Background: an optimization exercise with open tools, aiming at a short achievable clock period and few clock cycles. Do not read the settings as production practice.
The RTL was checked by simulation tests, not by an equivalence proof against the original design.

==> flow/design.v <==
module ALUCPU #(parameter N = 32) (output[N-1:0] out,
								output zero,
								output reg overflow,
								input signed [N-1:0] inA, inB,
								input [4:0] op);
reg 	[N-1:0] 	out_val;
/*verilator lint_off UNUSED*/
wire 	[N:0]		unsigned_sub;
/*verilator lint_on UNUSED*/
assign unsigned_sub = {({1'b0, inA} - {1'b0, inB})};
reg [8*8-1:0] debug_string;
reg [32:0] result_ext;
always @(*) begin
	case (op)
		5'b00000:    begin {overflow, out_val} = inA + inB; debug_string = "ADD"; end
		5'b00001:    begin
			out_val = inA-inB;
			overflow = (inA[N-1] != inB[N-1]) && (out_val[N-1] != inA[N-1]);
			debug_string = "SUB"; 
		end  
		5'b00010:    begin {overflow, out_val} = {1'b0, inA ^ inB}; debug_string = "XOR"; end
		5'b00011:     begin {overflow, out_val} = {1'b0, inA | inB}; debug_string = "OR"; end
		5'b00100:    begin {overflow, out_val} = {1'b0, inA & inB}; debug_string = "AND"; end
		5'b01110:  begin {overflow, out_val} = {1'b0, (!inA & inB)}; debug_string = "CLEAR"; end
		5'b00101:    begin {overflow, out_val} = {1'b0, inA << inB[4:0]}; debug_string = "SLL"; end
		5'b00110:    begin {overflow, out_val} = {1'b0, inA >> inB[4:0]}; debug_string = "SRL"; end
		5'b00111:    begin {overflow, out_val} = {1'b0, inA >>> inB[4:0]}; debug_string = "SRA"; end
		5'b01000:    begin {overflow, out_val} = {1'b0, (inA < inB) ? 32'b1 : 32'b0}; debug_string = "SLT"; end
		5'b01001:   begin {overflow, out_val} = {1'b0, ($unsigned(inA) < $unsigned(inB)) ? 32'b1 : 32'b0}; debug_string = "SLTU"; end
		5'b01010:   begin {overflow, out_val} = {1'b0, unsigned_sub[32:1]}; debug_string = "SUBU"; end  
		5'b01011:    begin {overflow, out_val} = {1'b0, inB[31:12], 12'b0}; debug_string = "LUI"; end
		5'b01100:  begin {overflow, out_val} = inA + {inB[31:12], 12'b0}; debug_string = "AUIPC"; end
		5'b01111:    begin {overflow, out_val} = inA; debug_string = "PASS"; end
		5'b10000:    begin {overflow, out_val} = inA * inB; debug_string = "MUL"; end
		default: begin {overflow, out_val} = 33'b0; debug_string = "DEFAULT"; end
	endcase
end
assign zero = (out == 0);
assign out 	= {{(N-32){out_val[31]}}, out_val[31:0]};
endmodule
module RegFile (input clock, reset,
				input [4:0] raA, raB, wa,
				input wen,
				input [31:0] wd,
				output [31:0] rdA, rdB);
integer i;
reg [31:0] data[31:0];
always @(posedge clock or negedge reset)
begin
	if (reset == 1'b0) begin
		for (i = 0; i < 32; i = i+1)
			data[i] <= 0;
            data[2] <= 256;
    end
	else begin
		if (wen == 1'b1 && wa != 5'b0)
			data[wa] <=  wd;
	end
end
assign rdA = (wen == 1'b1 && wa == raA && wa != 5'b0) ? wd : data[raA];
assign rdB = (wen == 1'b1 && wa == raB && wa != 5'b0) ? wd : data[raB];
endmodule
module control_alu(	output reg [4:0] ALUOp,
					input [2:0] ALUcntrl,
					input [2:0] funct3,
					input [6:0] funct7);
reg [8*8-1:0] debug_string;
always @(ALUcntrl or funct3 or funct7)
begin
	debug_string = "DEFAULT";
	case (ALUcntrl)
		3'b000: begin
			case (funct3)
				3'b000:
				begin
					case (funct7)
						7'h00:	ALUOp = 5'b00000;
						7'b0100000:	ALUOp = 5'b00001;
						7'h0000001:	ALUOp = 5'b10000;  
						default:		ALUOp = 5'b00000;  
					endcase
				end
				3'b100:		ALUOp = 5'b00010;
				3'b110:			ALUOp = 5'b00011;
				3'b111:		ALUOp = 5'b00100;
				3'b001:		ALUOp = 5'b00101;
				3'b101:begin
					if(funct7 == 7'h00)
						ALUOp = 5'b00110;
					else begin
						ALUOp = (funct7 == 7'h00) ? 5'b00110 : 5'b00111;
					end
				end
				3'b010:		ALUOp = 5'b01000;
				3'b011:		ALUOp = 5'b01001;
				default:			ALUOp = 5'b00000;
			endcase
		end
		3'b001: begin
			ALUOp  = 5'b00000;
		end
		3'b010: begin
			case (funct3)
				3'b000, 3'b001, 3'b100, 3'b101:	ALUOp = 5'b00001;
				3'b110, 3'b111:							ALUOp = 5'b01010;
				default:											ALUOp = 5'b00001;
			endcase
		end
		3'b011: begin
			ALUOp = 5'b01011;
		end
		3'b100: begin
			ALUOp = 5'b01100;
		end
		3'b101: begin
			case (funct3)
				3'b000:	ALUOp = 5'b00000;
				3'b100:	ALUOp = 5'b00010;
				3'b110:	ALUOp = 5'b00011;
				3'b111:	ALUOp = 5'b00100;
				3'b001:	ALUOp = 5'b00101;
				3'b101:	ALUOp = (funct7 == 7'h00) ? 5'b00110 : 5'b00111;
				3'b010:	ALUOp = 5'b01000;
				3'b011:	ALUOp = 5'b01001;
				default:		ALUOp = 5'b00000;
			endcase
		end
		3'b110: begin
			ALUOp = 5'b00000;
		end
		default: begin
			ALUOp = 5'b00000;
		end
	endcase
end
endmodule
module control_branch(	output reg branch_taken,
						input [2:0] funct3,
						input Branch,
						input zero,
						input sign);
always @(*)
begin
	if (Branch) begin
		case (funct3)
			3'b000:	branch_taken = zero;
			3'b001:	branch_taken = ~zero;
			3'b100,
			3'b110:	branch_taken = sign;
			3'b101,
			3'b111:	branch_taken = ~sign;
			default:		branch_taken = 1'b0;
		endcase
	end
	else begin
		branch_taken = 1'b0;
	end
end
endmodule
module control_bypass_ex(
    output reg [31:0] bypassOutA,      
    output reg [31:0] bypassOutB,      
    input [4:0] idex_rs1,              
    input [4:0] idex_rs2,              
    input [31:0] idex_rdA,             
    input [31:0] idex_rdB,             
    input [31:0] wRegData,             
    input [31:0] EXMEM_ALUOut,         
    input [4:0] exmem_rd,              
    input [4:0] memwb_rd,              
    input exmem_regwrite,              
    input memwb_regwrite               
);
reg [1:0] bypassA;  
reg [1:0] bypassB;  
always @(*) begin
	if (exmem_regwrite == 1'b1 && exmem_rd != 5'b0 && exmem_rd == idex_rs1) begin
		bypassA = 2'b10;  
	end
	else if (memwb_regwrite == 1'b1 && memwb_rd != 5'b0 && memwb_rd == idex_rs1) begin
		bypassA = 2'b01;  
	end
	else begin
		bypassA = 2'b00;  
	end
end
always @(*) begin
	if (exmem_regwrite == 1'b1 && exmem_rd != 5'b0 && exmem_rd == idex_rs2) begin
		bypassB = 2'b10;  
	end
	else if (memwb_regwrite == 1'b1 && memwb_rd != 5'b0 && memwb_rd == idex_rs2) begin
		bypassB = 2'b01;  
	end
	else begin
		bypassB = 2'b00;  
	end
end
always @(*) begin
	case (bypassA)
		2'b00: bypassOutA = idex_rdA;			 
		2'b01: bypassOutA = wRegData;			 
		default: bypassOutA = EXMEM_ALUOut;		 
	endcase
end
always @(*) begin
    case (bypassB)
        2'b00: bypassOutB = idex_rdB; 			 
        2'b01: bypassOutB = wRegData; 			 
        default: bypassOutB = EXMEM_ALUOut;		 
    endcase
end
endmodule
module control_main(output reg RegDst,
					output reg Branch,
					output reg MemRead,
					output reg MemWrite,
					output reg MemToReg,
					output reg ALUSrc,
					output reg RegWrite,
					output reg Jump,
					output reg JumpJALR,
					output reg inA_is_PC,
					output reg [2:0] ALUcntrl,
					input [6:0] opcode);
always @(*)
begin
	case (opcode)
		7'b0110011: begin 
			RegDst		= 1'b1;
			MemRead		= 1'b0;
			MemWrite	= 1'b0;
			MemToReg	= 1'b0;
			ALUSrc		= 1'b0;
			RegWrite	= 1'b1;
			Branch		= 1'b0;
			Jump		= 0;
			JumpJALR	= 0;
			inA_is_PC	= 1'b0;
			ALUcntrl	= 3'b000;
		end
		7'b0010011: begin
			RegDst 		= 1'b1;
			MemRead 	= 1'b0;
			MemWrite 	= 1'b0;
			MemToReg 	= 1'b0;
			ALUSrc 		= 1'b1;
			RegWrite 	= 1'b1;
			Branch 		= 1'b0;
			Jump 		= 0;
			JumpJALR 	= 0;
			inA_is_PC 	= 1'b0;
			ALUcntrl 	= 3'b101;
		end
		7'b0000011: begin 
			RegDst		= 1'b1;
			MemRead		= 1'b1;
			MemWrite	= 1'b0;
			MemToReg	= 1'b1;
			ALUSrc		= 1'b1;
			RegWrite	= 1'b1;
			Branch		= 1'b0;
			Jump		= 0;
			JumpJALR	= 0;
			inA_is_PC	= 1'b0;
			ALUcntrl	= 3'b001;
		end
		7'b1100111: begin
			RegDst		= 1'b1;
			MemRead		= 1'b0;
			MemWrite	= 1'b0;
			MemToReg	= 1'b0;
			ALUSrc		= 1'b0;
			RegWrite	= 1'b1;
			Branch		= 1'b0;
			Jump		= 0;
			JumpJALR	= 1;
			inA_is_PC	= 1'b1;
			ALUcntrl	= 3'b110;
		end
		7'b0100011: begin 
			RegDst		= 1'b0;
			MemRead		= 1'b0;
			MemWrite	= 1'b1;
			MemToReg	= 1'b0;
			ALUSrc		= 1'b1;
			RegWrite	= 1'b0;
			Branch		= 1'b0;
			Jump		= 0;
			JumpJALR	= 0;
			inA_is_PC	= 1'b0;
			ALUcntrl	= 3'b001;
		end
		7'b1100011: begin 
			RegDst		= 1'b0;
			MemRead		= 1'b0;
			MemWrite	= 1'b0;
			MemToReg	= 1'b0;
			ALUSrc		= 1'b0;
			RegWrite	= 1'b0;
			Branch		= 1'b1;
			Jump		= 0;
			JumpJALR	= 0;
			inA_is_PC	= 1'b0;
			ALUcntrl	= 3'b010;
		end
		7'b1101111: begin
			RegDst		= 1'b1;
			MemRead		= 1'b0;
			MemWrite	= 1'b0;
			MemToReg	= 1'b0;
			ALUSrc		= 1'b0;
			RegWrite	= 1'b1;
			Branch		= 1'b0;
			Jump		= 1;
			JumpJALR	= 0;
			inA_is_PC	= 1'b1;
			ALUcntrl	= 3'b110;
		end
		7'b0110111: begin
			RegDst		= 1'b1;
			MemRead		= 1'b0;
			MemWrite	= 1'b0;
			MemToReg	= 1'b0;
			ALUSrc		= 1'b1;
			RegWrite	= 1'b1;
			Branch		= 1'b0;
			Jump		= 1'b0;
			JumpJALR	= 0;
			inA_is_PC	= 1'b0;
			ALUcntrl	= 3'b011;
		end
		7'b0010111: begin
			RegDst		= 1'b1;
			MemRead		= 1'b0;
			MemWrite	= 1'b0;
			MemToReg	= 1'b0;
			ALUSrc		= 1'b1;
			RegWrite	= 1'b1;
			Branch		= 1'b0;
			Jump		= 1'b0;
			JumpJALR	= 0;
			inA_is_PC	= 1'b1;
			ALUcntrl	= 3'b100;
		end
		default: begin
			RegDst		= 1'b0;
			MemRead		= 1'b0;
			MemWrite	= 1'b0;
			MemToReg	= 1'b0;
			ALUSrc		= 1'b0;
			RegWrite	= 1'b0;
			Branch		= 0;
			Jump		= 0;
			JumpJALR	= 0;
			inA_is_PC	= 1'b0;
			ALUcntrl	= 3'b000;
		end
	endcase
end  
endmodule
module  control_stall_id(	
	output reg bubble_ifid,
	output reg bubble_idex,
	output reg bubble_exmem,
	output reg bubble_memwb,
	output reg write_ifid,
	output reg write_idex,
	output reg write_exmem,
	output reg write_memwb,
	output reg write_pc,
	input [4:0] ifid_rs,
	input [4:0] ifid_rt,
	input [4:0] idex_rd,
	input memRead,
	input idex_memWrite,
	input idex_memread,
	input memReady,
	input Jump,
	input PCSrc);
always @(*)
begin
	bubble_ifid		= 1'b0;
	bubble_idex		= 1'b0;
	bubble_exmem	= 1'b0;
	bubble_memwb	= 1'b0;
	write_pc		= 1'b1;
	write_ifid		= 1'b1;
	write_idex		= 1'b1;
	write_exmem		= 1'b1;
	write_memwb		= 1'b1;
	if(memReady == 1'b0) begin  
		write_memwb		= 1'b0;
		write_exmem		= 1'b0;
		write_idex		= 1'b0;
		write_ifid		= 1'b0;
		write_pc		= 1'b0;
	end
	else if(memRead==1'b1 && idex_memWrite == 1'b1)begin
		bubble_idex	= 1'b1;
		write_ifid	= 1'b0;
		write_pc	= 1'b0;
	end
	else if ((idex_memread == 1'b1) && ((idex_rd==ifid_rs) || (idex_rd==ifid_rt))) begin  
		bubble_idex	= 1'b1;
		write_ifid	= 1'b0;
		write_pc	= 1'b0;
	end
	else if (Jump == 1'b1) begin  
		bubble_ifid	= 1'b1;
	end
	if (PCSrc == 1'b1) begin  
		bubble_ifid		= 1'b1;
		bubble_idex		= 1'b1;
		bubble_exmem	= 1'b1;
		write_pc	= 1'b1;
	end
end
endmodule
module SignExtendSelector(	output reg [31:0] out,
							input [31:0] imm_i,
							input [31:0] imm_s,
							input [31:0] imm_b,
							input [31:0] imm_u,
							input [31:0] imm_j,
							input [31:0] imm_z,
							input [6:0] opcode);
always @(*)
begin
	case (opcode)
		7'b0010011:	out = imm_i;
		7'b0000011:	out = imm_i;
		7'b1100111:	out = imm_i;
		7'b1110011:  out = imm_z;
		7'b0100011:		out = imm_s;
		7'b1100011:		out = imm_b;
		7'b1101111:		out = imm_j;
		7'b0010111,
		7'b0110111:	out = imm_u;
		default:		out = 32'b0;
	endcase
end
endmodule
module signExtend(	input [24:0] instr,
					output [31:0] imm_i,
					output [31:0] imm_s,
					output [31:0] imm_b,
					output [31:0] imm_u,
					output [31:0] imm_j,
					output [31:0] imm_z
					);
assign imm_i = { {20{{instr[24]}}}, instr[24:13]};
assign imm_s = { {20{instr[24]}}, instr[24:18], instr[4:0]};
assign imm_b = { {20{instr[24]}}, instr[0], instr[23:18], instr[4:1], 1'b0};
assign imm_u = { instr[24:5], {12{1'b0}}};
assign imm_j = { {12{instr[24]}}, instr[12:5], instr[13], instr[23:18], instr[17:14], 1'b0};
assign imm_z = { {27{1'b0}}, instr[19:15] };  
endmodule
module mem_read_selector(	input [2:0] mem_select,
							input [31:0] DMemOut,
							input [1:0] byte_index,
							output reg [31:0] out);
wire [7:0] byte_sel;
wire [15:0] half;
assign byte_sel = (byte_index == 2'b00) ? DMemOut[7:0] :
				(byte_index == 2'b01) ? DMemOut[15:8] :
				(byte_index == 2'b10) ? DMemOut[23:16] : DMemOut[31:24];
assign half = (byte_index[1] == 1'b0) ? DMemOut[15:0] : DMemOut[31:16];
always @(*)
begin
	case (mem_select)
		3'b000:		out = {{24{byte_sel[7]}}, byte_sel};
		3'b001:		out = {{16{half[15]}}, half};
		3'b100:	out = {{24{1'b0}}, byte_sel};
		3'b101:	out = {{16{1'b0}}, half};
		default:		out = DMemOut;
	endcase
end
endmodule
module mem_write_selector(	input [2:0] mem_select,
							input [31:0] ALUin,
							input [1:0] offset,
							output reg [3:0] byte_select_vector,
							output reg [31:0] out);
always @(*)
begin
	case (mem_select)
		3'b000  : byte_select_vector = 4'b0001 << offset; 
		3'b001  : byte_select_vector = (offset[1] == 1'b1) ? 4'b1100 : 4'b0011;
		default: byte_select_vector = 4'b1111;
	endcase
end
always @(*)
begin
	if (mem_select == 3'b000)
		case (offset)
			2'b00: out = ALUin;
			2'b01: out = ALUin << 8;
			2'b10: out = ALUin << 16;
			2'b11: out = ALUin << 24;
		endcase
	else if (mem_select == 3'b001)
		case (offset)
			2'b00:		out = ALUin;
			2'b10:		out = ALUin << 16;
			default:	out = 32'b0;
		endcase
	else
		out = ALUin;
end
endmodule
module cpu(	input clock,
			input reset,
			output 	[31:0] PC_out,
			input  	[31:0] instr_in,
			output 	[31:0] data_addr,
			output ren,
			output wen,
			output 	[31:0] data_out,
			input 	[31:0] data_in,
			output 	[3:0]  byte_select,
			input memReady
			);
reg		[31:0]	IFID_instr;
reg 	[31:0]  PC_IF2;
reg		[31:0]	PC, IFID_PC, IDEX_PC;
wire	[31:0]	JumpAddress;
reg 	[31:0] PC_new;
wire	[31:0]	instr;
reg		[31:0]	IF2_instr;
reg     [31:0]  delayed_instr;
wire			inA_is_PC, branch_taken;
wire	[31:0]	BranchInA;
reg		[31:0]	IDEX_signExtend;
wire	[31:0]	signExtend;
wire	[31:0]	rdA, rdB;
reg		[31:0]	IDEX_rdA, IDEX_rdB;
reg		[2:0]	IDEX_funct3;
reg		[6:0]	IDEX_funct7;
reg		[4:0]	IDEX_instr_rs2, IDEX_instr_rs1, IDEX_instr_rd;
reg				IDEX_RegDst, IDEX_ALUSrc, IDEX_inA_is_PC, IDEX_Jump, IDEX_JumpJALR;
reg		[2:0]	IDEX_ALUcntrl;
reg				IDEX_MemRead, IDEX_MemWrite;
reg				IDEX_MemToReg, IDEX_RegWrite;
reg 	[2:0]	EXMEM_funct3, MEMWB_funct3;
reg 	[4:0]	EXMEM_RegWriteAddr;
reg 	[31:0]	EXMEM_ALUOut;
reg 			EXMEM_overflow;
reg 	[31:0]	EXMEM_BranchALUOut;
reg				EXMEM_Zero, EXMEM_JumpJALR;
wire		[3:0]	byte_select_vector;
reg		[31:0]	EXMEM_MemWriteData;
wire	[31:0]	MemWriteData;
reg				EXMEM_MemRead, EXMEM_MemWrite, EXMEM_RegWrite, EXMEM_MemToReg;
reg		[31:0]	MEMWB_DMemOut;
reg		[4:0]	MEMWB_RegWriteAddr;
reg		[31:0]	MEMWB_ALUOut;
reg				MEMWB_MemToReg, MEMWB_RegWrite;
reg 	[31:0] 	ALUInA, ALUInB;
wire 	[31:0] 	bypassOutA, bypassOutB;
wire	[31:0]	ALUOut, BranchALUOut, DMemOut, MemOut;
reg     [31:0]  wRegData;
wire			Zero, RegDst, MemRead, MemWrite, MemToReg, ALUSrc, PCSrc, RegWrite, Jump, JumpJALR;
wire			overflow;
wire			Branch;
reg				IDEX_Branch, EXMEM_Branch;
wire			bubble_ifid, bubble_idex, bubble_exmem, bubble_memwb;    
wire			write_ifid, write_idex, write_exmem, write_memwb, write_pc;   
wire	[6:0]	opcode;
wire	[2:0]	funct3, ALUcntrl; 
wire	[6:0]	funct7;
wire	[4:0]	instr_rs1, instr_rs2, instr_rd, RegWriteAddr;
wire	[4:0]	ALUOp;
wire	[31:0]	imm_i, imm_s, imm_b, imm_u, imm_j, imm_z;
reg keepDelayInstr;
assign PC_out = PC;
assign instr = instr_in;
assign data_addr = (ren==1'b1)?ALUOut:EXMEM_ALUOut;
assign ren = IDEX_MemRead&(~branch_taken);
assign wen = EXMEM_MemWrite;
assign data_out = MemWriteData;
assign DMemOut = data_in;
assign byte_select = byte_select_vector;
always @(posedge clock or negedge reset)
begin 
	if (reset == 1'b0)
	begin
		PC <= 32'h00000000;
	end
	else if (write_pc == 1'b1)
	begin
		PC <= PC_new;
	end
end
reg bubble_ifid_delayed;
always @(posedge clock or negedge reset)
begin
	if(reset == 1'b0)begin
		PC_IF2 <= 32'b0;
		bubble_ifid_delayed <= 1'b1;
		delayed_instr <= 32'b0;
		keepDelayInstr <= 1'b0;
	end
	else begin
		if(write_pc == 1'b1)begin
			if(bubble_ifid == 1'b1)begin
				PC_IF2 <= 32'hffffffff;
			end
			else begin
				PC_IF2 <= PC;
			end
			bubble_ifid_delayed <= bubble_ifid;
			delayed_instr <= 0;
			keepDelayInstr <= 0;
		end
		else begin
			if(bubble_ifid == 1'b1||bubble_ifid_delayed == 1'b1)begin
				PC_IF2 <= 32'hffffffff;
			end
			if(keepDelayInstr ==1'b0)
			begin
				keepDelayInstr <= 1;
				delayed_instr <= (PCSrc)?32'hffffffff: instr;
			end
		end
	end
end
always@(*)
begin
	if(delayed_instr == 0) begin
		IF2_instr = instr;
	end
	else begin
		if(bubble_ifid_delayed == 1'b1||bubble_ifid==1'b1) begin
			IF2_instr = 32'b0;
		end
		else begin
			IF2_instr = delayed_instr;
		end
	end
end
always @(*) begin
	if (PCSrc == 1'b0) begin
		if (Jump == 1'b0) begin
			PC_new = PC + 32'd4;
		end
		else begin
			PC_new = JumpAddress;
		end
	end
	else begin
		PC_new = EXMEM_BranchALUOut;
	end
end
assign JumpAddress = ((IFID_PC!=32'hffffffff)?IFID_PC:(PC_IF2!=32'hffffffff)?PC_IF2:PC) + signExtend;
always @(posedge clock or negedge reset)
begin 
	if((reset == 1'b0))
	begin
		IFID_PC			<= 32'b0;
		IFID_instr		<= 32'b0;
	end
	else begin
		if (bubble_ifid_delayed||bubble_ifid == 1'b1) begin
			IFID_instr		<= 32'h13;
			IFID_PC			<= 32'hffffffff;
		end 
		else if (write_ifid == 1'b1) begin
			IFID_PC			<= PC_IF2;
			IFID_instr		<= IF2_instr;
		end
	end
end
assign opcode		= IFID_instr[6:0];
assign funct3		= IFID_instr[14:12];
assign funct7		= IFID_instr[31:25];
assign instr_rs1	= IFID_instr[19:15];
assign instr_rs2	= IFID_instr[24:20];
assign instr_rd		= IFID_instr[11:7];
signExtend signExtendUnit (
	.instr(IFID_instr[31:7]),
	.imm_i(imm_i),
	.imm_s(imm_s),
	.imm_b(imm_b),
	.imm_u(imm_u),
	.imm_j(imm_j),
	.imm_z(imm_z)
);
RegFile cpu_regs (
	.clock(clock),
	.reset(reset),
	.raA(instr_rs1),
	.raB(instr_rs2),
	.wa(MEMWB_RegWriteAddr),
	.wen(MEMWB_RegWrite),
	.wd(wRegData),
	.rdA(rdA),
	.rdB(rdB)
);
SignExtendSelector SignExtendSelector (
	.out(signExtend),
	.imm_i(imm_i),
	.imm_s(imm_s),
	.imm_b(imm_b),
	.imm_u(imm_u),
	.imm_j(imm_j),
	.imm_z(imm_z),
	.opcode(opcode)
);
always @(posedge clock or negedge reset)
begin 
	if ((reset == 1'b0)) begin
		IDEX_inA_is_PC	<= 1'b0;
		IDEX_Jump		<= 1'b0;
		IDEX_JumpJALR	<= 1'b0;
		IDEX_signExtend	<= 32'b0;
		IDEX_instr_rd	<= 5'b0;
		IDEX_instr_rs1	<= 5'b0;
		IDEX_instr_rs2	<= 5'b0;
		IDEX_RegDst		<= 1'b0;
		IDEX_ALUcntrl	<= 3'b0;
		IDEX_ALUSrc		<= 1'b0;
		IDEX_Branch		<= 1'b0;
		IDEX_MemRead	<= 1'b0;
		IDEX_MemWrite	<= 1'b0;
		IDEX_MemToReg	<= 1'b0;
		IDEX_RegWrite	<= 1'b0;
		IDEX_funct3		<= 3'b0;
		IDEX_funct7		<= 7'b0;
		IDEX_PC			<= 32'b0;
		IDEX_rdA		<= 32'b0;
		IDEX_rdB		<= 32'b0;
	end
	else
	begin
		if ((bubble_idex == 1'b1)) begin
			IDEX_inA_is_PC	<= 1'b0;
			IDEX_Jump		<= 1'b0;
			IDEX_JumpJALR	<= 1'b0;
			IDEX_signExtend	<= 32'b0;
			IDEX_instr_rd	<= 5'b0;
			IDEX_instr_rs1	<= 5'b0;
			IDEX_instr_rs2	<= 5'b0;
			IDEX_RegDst		<= 1'b0;
			IDEX_ALUcntrl	<= 3'b0;
			IDEX_ALUSrc		<= 1'b0;
			IDEX_Branch		<= 1'b0;
			IDEX_MemRead	<= 1'b0;
			IDEX_MemWrite	<= 1'b0;
			IDEX_MemToReg	<= 1'b0;
			IDEX_RegWrite	<= 1'b0;
			IDEX_funct3		<= 3'b0;
			IDEX_funct7		<= 7'b0;
			IDEX_rdA		<= 32'b0;
			IDEX_rdB		<= 32'b0;
			IDEX_PC			<= 32'hffffffff;
		end
		else if (write_idex == 1'b1) begin
			IDEX_inA_is_PC	<= inA_is_PC;
			IDEX_Jump		<= Jump;
			IDEX_JumpJALR	<= JumpJALR;
			IDEX_signExtend	<= signExtend;
			IDEX_instr_rd	<= instr_rd;
			IDEX_instr_rs1	<= instr_rs1;
			IDEX_instr_rs2	<= instr_rs2;
			IDEX_RegDst		<= RegDst;
			IDEX_ALUcntrl	<= ALUcntrl;
			IDEX_ALUSrc		<= ALUSrc;
			IDEX_Branch		<= Branch;
			IDEX_MemRead	<= MemRead;
			IDEX_MemWrite	<= MemWrite;
			IDEX_MemToReg	<= MemToReg;
			IDEX_RegWrite	<= RegWrite;
			IDEX_funct3		<= funct3;
			IDEX_funct7		<= funct7;
			IDEX_PC			<= IFID_PC;
			IDEX_rdA		<= rdA;
			IDEX_rdB		<= rdB;
		end
	end
end
control_main control_main (
	.RegDst(RegDst),
	.Branch(Branch),
	.MemRead(MemRead),
	.MemWrite(MemWrite),
	.MemToReg(MemToReg),
	.ALUSrc(ALUSrc),
	.RegWrite(RegWrite),
	.Jump(Jump),
	.JumpJALR(JumpJALR),
	.inA_is_PC(inA_is_PC),
	.ALUcntrl(ALUcntrl),
	.opcode(opcode)
);
control_stall_id control_stall_id (
	.bubble_ifid	(bubble_ifid),
	.bubble_idex	(bubble_idex),
	.bubble_exmem	(bubble_exmem),
	.bubble_memwb	(bubble_memwb),
	.write_ifid		(write_ifid),
	.write_idex		(write_idex),
	.write_exmem	(write_exmem),
	.write_memwb	(write_memwb),
	.write_pc		(write_pc),
	.ifid_rs		(instr_rs1),
	.ifid_rt		(instr_rs2),
	.idex_rd		(IDEX_instr_rd),
	.memRead		(MemRead),
	.idex_memWrite	(IDEX_MemWrite),
	.idex_memread	(IDEX_MemRead),
	.Jump			(Jump),
	.memReady		(memReady),
	.PCSrc			(PCSrc));
always @(*) begin
    if (IDEX_inA_is_PC == 1'b1) begin
        ALUInA = IDEX_PC;
    end else begin
        ALUInA = bypassOutA;
    end
end
always @(*) begin
    if (IDEX_Jump == 1'b1 || IDEX_JumpJALR == 1'b1) begin
        ALUInB = 32'd4;
    end else if (IDEX_ALUSrc == 1'b0) begin
        ALUInB = bypassOutB;
    end else begin
        ALUInB = IDEX_signExtend;
    end
end
assign BranchInA = (IDEX_JumpJALR == 1'b1) ? bypassOutA : IDEX_PC;
assign BranchALUOut = BranchInA + IDEX_signExtend;
ALUCPU cpu_alu(.out(ALUOut),
			.zero(Zero),	
			.overflow(overflow),
			.inA(ALUInA),
			.inB(ALUInB),
			.op(ALUOp));
assign RegWriteAddr = (IDEX_RegDst==1'b0) ? IDEX_instr_rs2 : IDEX_instr_rd;
always @(posedge clock or negedge reset)
begin
	if ((reset == 1'b0)) begin
		EXMEM_ALUOut		<= 32'b0;
		EXMEM_overflow		<= 1'b0;
		EXMEM_JumpJALR 		<= 1'b0;
		EXMEM_BranchALUOut	<= 32'b0;
		EXMEM_RegWriteAddr	<= 5'b0;
		EXMEM_MemWriteData	<= 32'b0;
		EXMEM_Zero			<= 1'b0;
		EXMEM_Branch		<= 1'b0;
		EXMEM_MemRead		<= 1'b0;
		EXMEM_MemWrite		<= 1'b0;
		EXMEM_MemToReg		<= 1'b0;
		EXMEM_RegWrite		<= 1'b0;
		EXMEM_funct3		<= 3'b0;
	end 
	else
	begin
		if ((bubble_exmem == 1'b1)) begin
			EXMEM_overflow		<= 1'b0;
			EXMEM_ALUOut		<= 32'b0;
			EXMEM_JumpJALR 		<= 1'b0;
			EXMEM_BranchALUOut	<= 32'b0;
			EXMEM_RegWriteAddr	<= 5'b0;
			EXMEM_MemWriteData	<= 32'b0;
			EXMEM_Zero			<= 1'b0;
			EXMEM_Branch		<= 1'b0;
			EXMEM_MemRead		<= 1'b0;
			EXMEM_MemWrite		<= 1'b0;
			EXMEM_MemToReg		<= 1'b0;
			EXMEM_RegWrite		<= 1'b0;
			EXMEM_funct3		<= 3'b0;
		end 
		else if (write_exmem == 1'b1) begin
			EXMEM_ALUOut		<= ALUOut;
			EXMEM_JumpJALR		<= IDEX_JumpJALR;
			EXMEM_BranchALUOut	<= BranchALUOut;
			EXMEM_RegWriteAddr	<= RegWriteAddr;
			EXMEM_MemWriteData	<= bypassOutB;
			EXMEM_Zero			<= Zero;
			EXMEM_Branch		<= IDEX_Branch;
			EXMEM_MemRead		<= IDEX_MemRead;
			EXMEM_MemWrite		<= IDEX_MemWrite;
			EXMEM_MemToReg		<= IDEX_MemToReg;
			EXMEM_RegWrite		<= IDEX_RegWrite;
			EXMEM_funct3		<= IDEX_funct3;
			EXMEM_overflow		<= overflow;
		end
	end
end
control_alu control_alu(
	.ALUOp(ALUOp), 
	.ALUcntrl(IDEX_ALUcntrl), 
	.funct3(IDEX_funct3), 
	.funct7(IDEX_funct7)
);
control_bypass_ex control_bypass_ex(
	.bypassOutA(bypassOutA),
	.bypassOutB(bypassOutB),
	.idex_rs1(IDEX_instr_rs1), 
	.idex_rs2(IDEX_instr_rs2),
	.idex_rdA(IDEX_rdA),
	.idex_rdB(IDEX_rdB),
	.wRegData(wRegData),
	.EXMEM_ALUOut(EXMEM_ALUOut),
	.exmem_rd(EXMEM_RegWriteAddr), 
	.memwb_rd(MEMWB_RegWriteAddr),
	.exmem_regwrite(EXMEM_RegWrite), 
	.memwb_regwrite(MEMWB_RegWrite)
);
mem_write_selector mem_write_selector(
	.mem_select(EXMEM_funct3),
	.ALUin(EXMEM_MemWriteData),
	.offset(EXMEM_ALUOut[1:0]),
	.byte_select_vector(byte_select_vector),
	.out(MemWriteData)
);
always @(posedge clock or negedge reset)
begin 
	if (reset == 1'b0) begin
		MEMWB_DMemOut		<= 32'b0;
		MEMWB_ALUOut		<= 32'b0;
		MEMWB_RegWriteAddr	<= 5'b0;
		MEMWB_MemToReg		<= 1'b0;
		MEMWB_RegWrite		<= 1'b0;
		MEMWB_funct3		<= 3'b0;
	end 
	else 
	begin
		if(bubble_memwb == 1'b1) begin
			MEMWB_DMemOut		<= 32'b0;
			MEMWB_ALUOut		<= 32'b0;
			MEMWB_RegWriteAddr	<= 5'b0;
			MEMWB_MemToReg		<= 1'b0;
			MEMWB_RegWrite		<= 1'b0;
			MEMWB_funct3		<= 3'b0;
		end 
		else if (write_memwb == 1'b1) begin
			MEMWB_DMemOut		<= DMemOut;
			MEMWB_ALUOut		<= EXMEM_ALUOut;
			MEMWB_RegWriteAddr	<= EXMEM_RegWriteAddr;
			MEMWB_MemToReg		<= EXMEM_MemToReg;
			MEMWB_RegWrite		<= EXMEM_RegWrite;
			MEMWB_funct3		<= EXMEM_funct3;
		end
	end
end
control_branch control_branch (
	.branch_taken(branch_taken),
	.funct3(EXMEM_funct3),
	.Branch(EXMEM_Branch),
	.zero(EXMEM_Zero),
	.sign(EXMEM_ALUOut[31]^EXMEM_overflow)
);
assign PCSrc = (EXMEM_JumpJALR) ? 1'b1 : branch_taken;
mem_read_selector mem_read_selector(
	.mem_select(MEMWB_funct3),
	.DMemOut(MEMWB_DMemOut),
	.byte_index(MEMWB_ALUOut[1:0]),
	.out(MemOut)
);
always @(*) begin
	if (MEMWB_MemToReg == 1'b0) begin
		wRegData = MEMWB_ALUOut;
	end else begin
		wRegData = MemOut;
	end
end
endmodule
==> flow/run.sh <==
#!/bin/bash
# synth_recipe.tcl (not shown) runs the flow's synth.tcl, then flattens the netlist and writes it again
# the make line also repeats each setting of config.mk as NAME=value (left out here)
make -C /OpenROAD-flow-scripts/flow DESIGN_CONFIG=/design/flow/config.mk WORK_HOME=/design/flow/orfs CLKGATE_MAP_FILE= SYNTH_SCRIPT=/design/flow/synth_recipe.tcl finish
==> flow/config.mk <==
export PLATFORM = sky130hd
export DESIGN_NAME = cpu
export DESIGN_NICKNAME = cpu
export VERILOG_FILES = /design/flow/design.v
export SDC_FILE = /design/flow/constraint.sdc
export NUM_CORES = 8
export LEC_CHECK = 0
export CAP_MARGIN = 20
export CORE_MARGIN = 2
export CORE_UTILIZATION = 40
export SLEW_MARGIN = 20
==> flow/constraint.sdc <==
create_clock -name core_clock -period 20.0 [get_ports {clock}]
set_input_delay 4.0000 -clock core_clock [delete_from_list [all_inputs] [get_ports {clock}]]
set_output_delay 4.0000 -clock core_clock [all_outputs]
set_load 0.01 [all_outputs]
==> summary.txt <==
Critical-path top delay cell: dfrtp_1
number of I/O port buffers: 168
Max Freq: 0.0586 GHz
area fraction of the dominant cell type after synthesis: 0.371
routed len/inst: 36.7 um
post-synth top area cell: dfrtp_1
H-tree Lvls: 4
CP Data Required Time: 16000 ps
Post-synth EDFFs: 0
Worst Path Max Fanout: 34
DRT antenna net count: 0
hold crit path type: flop to flop
syn nets: 12600
startpoint types: flop
CTS Hold Buffers Added: 0
Core Area: 257000 um2
gr usage total: 0.409
row count: 186
# placed instances: 14700
Nets: 12300
run status: complete, no violations
first-pass GRT wire length: 771000 um
layout cells sized above 1: 0.0859
relative slew slack: 0.125
RSZ-0062 raised after global routing: no
fin cells: 15000
Initial Util: 0.402
fin crit period: 17050 ps
drt initial violations: 17200
clock insertion delay at the later pin of the skew report: 910 ps
WHS: 409 ps
GRT overflow: 0
drt total wl: 552000 um
top-count cell post-synth: nand2_1
register area share after synthesis: 0.372
via count: 104000
Clock Sinks: 1535
Fin Clk Skew: 114 ps
Die H: 512 um
vias per cell: 6.93
mapped cell area: 103000 um2
Worst Tran Pin Value: 1310 ps
vias in the first global route: 99900
Reg clk slew, reported paths: 60 ps
CTS tree: built
Area Overhead vs Synth: 11.7%
Netlist cell types: 102
WP data arrival: 13050 ps
# resized after CTS: 0
TritonCTS Buffers: 174
dpl hpwl: 364000 um
# fillers: 25000
Final period util: 0.853
Ports: 169
# setup viols final: 0
CTS root buf: clkbuf_16
top post-synthesis cells by count: nand2_1 (1659), dfrtp_1 (1533), o21ai_0 (1513)
Slew Viols, Final: 0
Pre-antenna DRT Iters: 10
synth top area cells: dfrtp_1 (37%), fa_1 (8.6%), o21ai_0 (7.3%), nand2_1 (6.0%), ha_1 (3.8%)
Max Cap Violations: 0
Setup Fix Bufs, Post-CTS: 0
fraction of registers with async set/reset: 1.00
endpoints failing hold: 0
slowest cell delay on critical path: 920 ps
Synth Area per Inst: 8.78 um2
DRC Markers: 0
Final TNS setup: 0 ps
largest net degree at the start of global routing: 166
die width: 512 um
warnings from Yosys: 12
top_reg_cell synth: dfrtp_1
initial antenna violation count: 30
DIE AREA: 263000 um2
Gate Count Post-Synth: 11800
register bit count reported by yosys: 1535
clock buffer depth: 3
CP endpoint kind: primary output
Setup Crit Path Kind: flop to primary output
gpl congestion: 1.05
==> through the flow <==
step	utilization	area (um2)	setup slack, ps
after floorplan	-	103000	6210
after global placement	0.425	109000	3980
after detailed placement	0.425	109000	3880
after CTS	0.449	115000	2940
after global routing	0.449	115000	2260
final	0.450	116000	2950
==> cell usage in the layout (no fill, tap or decap), drive strengths merged, types with 35 or more instances in the layout <==
master / Yosys / routed
o211ai: 83 / 83
nand2: 1662 / 1662
xnor2: 177 / 177
xor2: 61 / 61
o221ai: 44 / 44
nand3: 147 / 147
nand4: 163 / 163
a221oi: 342 / 342
nor2: 928 / 928
and3: 38 / 38
nor2b: 38 / 38
clkdlybuf4s50: 0 / 166
o32a: 57 / 57
clkbuf: 886 / 248
clkinv: 11 / 56
a211oi: 124 / 124
o22a: 85 / 85
mux2i: 167 / 167
fa: 444 / 444
nand2b: 44 / 44
mux2: 108 / 108
a21oi: 424 / 424
a31oi: 68 / 68
and2: 49 / 49
diode: 0 / 40
inv: 588 / 594
o22ai: 83 / 83
a21o: 56 / 56
dfrtp: 1533 / 1533
a22oi: 404 / 404
nor4: 35 / 35
buf: 131 / 360
o21a: 54 / 54
o21ai: 1534 / 1534
nor3: 108 / 108
ha: 311 / 311
a22o: 433 / 433
==> worst paths after layout <==
kind	from	end	slack (ps)	cells past startpoint
max in group asynchronous	reset	EXMEM_ALUOut[0]	12730	5
setup / recovery	MEMWB_funct3[1]	data_addr[28]	2950	37
hold reg to reg	cpu_regs.data[0][22]	cpu_regs.data[0][22]	410	0
hold / removal	cpu_regs.data[0][22]	cpu_regs.data[0][22]	410	0
min in group asynchronous	reset	cpu_regs.data[14][27]	3030	1
setup reg to reg	MEMWB_RegWriteAddr[1]	EXMEM_Zero	7500	35
==> state kept, by name (all words and copies together), names as in the netlist, 5 cells and up <==
signal,count
IDEX_rdB,32
IDEX_signExtend,32
MEMWB_DMemOut,32
IDEX_PC,32
IDEX_instr_rs1,5
EXMEM_MemWriteData,32
IDEX_rdA,32
IFID_instr,32
IDEX_instr_rs2,5
EXMEM_RegWriteAddr,5
EXMEM_BranchALUOut,32
delayed_instr,32
MEMWB_RegWriteAddr,5
IDEX_instr_rd,5
PC_IF2,32
PC,32
IFID_PC,32
cpu_regs.data,1024
MEMWB_ALUOut,32
IDEX_funct7,7
EXMEM_ALUOut,32
==> per-layer routing <==
metal | share of wire | vias to the layer above | routed length [um] | global-route usage
li1 | - | 41500 | - | -
met1 | 0.38 | 51400 | 207000 | 0.527
met2 | 0.40 | 8699 | 219000 | 0.564
met3 | 0.14 | 2596 | 78500 | 0.156
met4 | 0.085 | 24 | 47100 | 0.275
met5 | 0.00032 | - | 178 | 0.00311
==> cells by family (layout without fill, tap and decap cells) <==
group / count (synthesis) / after routing / share of synthesized area
compound gates: 4020 / 4020 / 0.259
simple gates: 3339 / 3339 / 0.138
buf+inv: 1616 / 1449 / 0.0597
flops: 1535 / 1535 / 0.372
fa+ha+maj: 755 / 755 / 0.124
mux: 275 / 275 / 0.0280
xor+xnor: 238 / 238 / 0.0202
other cells: 0 / 40 / 0
==> worst max-delay path: cells and delay by family, from the launching register on <==
| kind | cells | cell delay [ps] |
|---|---|---|
| fa+ha+maj | 9 | 3850 |
| simple gates | 5 | 1710 |
| compound gates | 15 | 3770 |
| flops | 1 | 920 |
| buf+inv | 8 | 1960 |
==> area by class of cell <==
class	count	area (um2)	area share
clock inverters	76	1140	0.00990
diodes	40	100	0.000866
multi-input cells	8627	59800	0.518
inverters	599	2250	0.0195
repair buffers	527	4500	0.0390
well taps	3384	4230	0.0367
flip-flops and latches	1535	38400	0.333
clock buffers	247	5030	0.0435
Testbench counts, summed over its fixed seeds: cycles 159,265.

[what the ideal ports hide]
No port has a modelled driver above. Below, the same layout with a new extraction and two added sets of constraints. Step 1: set_driving_cell puts a clkbuf_16 on clock and a buf_2 on each other input, an assumption about the parent block. Step 2 times the ports against the registers' clock, not the clock port: input delays grow and output delays shrink by t, the midpoint of the rising clock arrivals with the driver on. Slacks: no drivers / after step 1 / after step 2; pairs: no drivers / after step 1.
t (ns): 0.946
slack for setup (ns): 2.946 / 2.849 / 3.795
worst hold slack (ns): 0.409 / 0.409 / 0.409
worst setup path at the end: register to output
latest minus earliest clock arrival (ns): 0.114 / 0.114
After both steps setup and hold are still met in this run. For this run, drivers alone change the setup slack by -0.097 ns; drivers and shift together by +0.849 ns.
